Background: an optimization exercise with open tools, aiming at small area. Do not read the settings as production practice. Function was checked by simulation only, so behaviour that the tests miss may differ from the original. No activity file was given, so power comes from the tool's default toggle rates.

## BombSquad
module BombSquad(user_cred, submit_button, rotate_button, verify_button, clk, rst, timer_sevseg1, timer_sevseg2, timer_sevseg3, puzzle_sevseg1, puzzle_sevseg2, puzzle_sevseg3, puzzle_sevseg4, lcd_on, lcd_en, lcd_flag, led_g, led_r);
Settings: LEC_CHECK=0, ABC_AREA=1, CAP_MARGIN=20, CORE_MARGIN=2, CORE_UTILIZATION=60, CTS_BUF_LIST=sky130_fd_sc_hd__clkbuf_8, SLEW_MARGIN=20; clock period 10.0 ns.
standard.sh (not shown) runs the stock make flow with config.mk's settings and CLKGATE_MAP_FILE= SYNTH_SCRIPT=/design/flow/synth_recipe.tcl, a recipe that flattens the netlist after the stock synthesis.
==> flow/flow/run.sh <==
#!/bin/bash
# Layout flow: the standard flow (standard synthesis, floorplan, power
# grid, placement, CTS, routing) with these changes:
#  - after the standard synthesis, its combinational cells are re-mapped for
#    area by flow/remap.sh (Yosys + ABC); every flip-flop is kept exactly as
#    the standard synthesis made it (name, cell type, connections);
#  - the port buffers that global placement puts on every input and output
#    are the smallest buffer, sky130_fd_sc_hd__buf_1, instead of the cell
#    buffer_ports picks by default;
#  - floorplan removes buffers left from synthesis (REMOVE_ABC_BUFFERS),
#    leaving buffering to the placement repair steps;
#  - clock tree synthesis runs with ORFS's usual arguments plus
#    -dont_use_dummy_load, so it adds no dummy load cells to the clock nets.
# Each tool's output goes to a log file of its own in this folder.
set -euo pipefail
WORK=$(pwd)
ORFS_WORK=$(grep -o "WORK_HOME=[^ ]*" standard.sh | head -1 | cut -d= -f2- | tr -d "'")
R=$ORFS_WORK/results/$FLOW_PLATFORM/BombSquad/base
LIB=$FLOW_HOME/platforms/$FLOW_PLATFORM/lib/sky130_fd_sc_hd__tt_025C_1v80.lib
YOSYS=$FLOW_HOME/../tools/install/yosys/bin/yosys
[ -x "$YOSYS" ] || YOSYS=yosys
export BUFFER_PORTS_ARGS="-buffer_cell sky130_fd_sc_hd__buf_1"
export REMOVE_ABC_BUFFERS=1
export CTS_ARGS="-sink_clustering_enable -repair_clock_nets -dont_use_dummy_load -buf_list {sky130_fd_sc_hd__clkbuf_4 sky130_fd_sc_hd__clkbuf_8}"
# 1. standard synthesis only
bash standard.sh "$R/1_2_yosys.v" > standard_synth.log 2>&1
# 2. area re-mapping of the combinational logic
cp "$R/1_2_yosys.v" "$R/1_2_yosys_standard.v"
bash flow/remap.sh "$R/1_2_yosys_standard.v" "$R/1_2_yosys_remapped.v" "$LIB" flow/amap.abc "$YOSYS" > remap.log 2>&1
cp "$R/1_2_yosys_remapped.v" "$R/1_2_yosys.v"
touch "$R/1_2_yosys.v" "$R/1_2_yosys.sdc"
# 3. the rest of the standard flow
bash standard.sh finish > standard_flow.log 2>&1
Other scripts of this flow, unchanged in this note and not shown: flow/flow/amap.abc, flow/flow/remap.sh
Next try:
--- a/flow/flow/run.sh
+++ b/flow/flow/run.sh
@@ -24 +24 @@
-export CTS_ARGS="-sink_clustering_enable -repair_clock_nets -dont_use_dummy_load -buf_list {sky130_fd_sc_hd__clkbuf_4 sky130_fd_sc_hd__clkbuf_8}"
+export CTS_ARGS="-sink_clustering_enable -repair_clock_nets -dont_use_dummy_load -buf_list sky130_fd_sc_hd__clkbuf_8"
What happened: Power stays the same. Worst setup slack is unchanged. Die area is unchanged. Design area does not change. Wire length stays the same. Sequential share of layout area does not change. Flip-flop and latch count does not change. Sequential power hardly moves. Worst hold slack stays the same.

---

== the reference run ==
BombSquad, a different RTL version from the one above (not shown whole).
For scale: roughly 160 flip-flops, ~100 I/O pins.
clock: 10.0 ns
lec_check: 0
abc_area: 1
cap_margin: 20
core_margin: 2
core_utilization: 60
cts_buf_list: sky130_fd_sc_hd__clkbuf_8
slew_margin: 20
==> flow/flow/run.sh <==
#!/bin/bash
# Layout flow: the standard flow (standard synthesis, floorplan, power
# grid, placement, CTS, routing) with these changes:
#  - the port buffers that global placement puts on every input and output
#    are the smallest buffer, sky130_fd_sc_hd__buf_1, instead of the cell
#    buffer_ports picks by default;
#  - clock tree synthesis runs with ORFS's usual arguments plus
#    -dont_use_dummy_load, so it adds no dummy load cells to the clock nets;
#  - floorplan removes the buffers that synthesis's ABC mapping inserted
#    (REMOVE_ABC_BUFFERS), leaving buffering to the placement repair steps.
set -euo pipefail
export BUFFER_PORTS_ARGS="-buffer_cell sky130_fd_sc_hd__buf_1"
export REMOVE_ABC_BUFFERS=1
export CTS_ARGS="-sink_clustering_enable -repair_clock_nets -dont_use_dummy_load -buf_list sky130_fd_sc_hd__clkbuf_8"
bash standard.sh finish > standard_flow.log 2>&1
The reference run completed end to end with timing, DRC and antenna clean.
Modified inputs, the trial run compared to the reference run
--- a/flow/flow/run.sh
+++ b/flow/flow/run.sh
@@ -14 +14 @@
-export CTS_ARGS="-sink_clustering_enable -repair_clock_nets -dont_use_dummy_load -buf_list sky130_fd_sc_hd__clkbuf_8"
+export CTS_ARGS="-sink_clustering_enable -repair_clock_nets -dont_use_dummy_load -buf_list sky130_fd_sc_hd__clkbuf_8 -sink_clustering_size 30 -sink_clustering_max_diameter 100"
Findings:
Diff the trial run..the reference run | wire length on met2 | unchanged. Layout overhead on the synthesized area came out exactly the same in the trial run and the reference run. Re final estimated routing congestion in global placement: no difference whatsoever between the reference run and the trial run. From the reference run to the trial run, area of all placed cells without fillers did not move at all. On proportion of power drawn by the clock network, the reference run tracks the trial run almost exactly. From the reference run to the trial run, sum of internal, switching and leakage power did not move at all. Register bit total from synthesis: the reference run vs the trial run identical.

[re-timing with driven ports]
No port has a modelled driver above. Below, the same layouts with a new extraction and two added sets of constraints.
Step 1 assumes that a clkbuf_16 drives the clock port and a buf_2 every other input.
Step 2 adds t to the input delays and takes it off the output delays; t is the mean of the earliest and latest rising clock arrival at the registers after step 1. Input paths then give back, and output paths get back, about the clock's delay inside the block.
a / b / c = ideal ports / drivers / drivers and shift; a / b = the first two.
| run | t (ns) | setup slack, ns | slew at the worst register clock pin (ns) | worst slew at a driven data input, ns | pins driven straight from the clock port |
|---|---|---|---|---|---|
| the first run of note 1 | 0.483 | 3.555 / 3.516 / 3.999 | 0.08 / 0.08 | 0.03 | 1 |
| the second run of note 1 | 0.483 | 3.555 / 3.516 / 3.999 | 0.08 / 0.08 | 0.03 | 1 |
| the reference run | 0.471 | 4.282 / 4.243 / 4.714 | 0.10 / 0.10 | 0.04 | 1 |
| the trial run | 0.471 | 4.282 / 4.243 / 4.714 | 0.10 / 0.10 | 0.04 | 1 |
After both steps setup and hold are still met in every run listed.
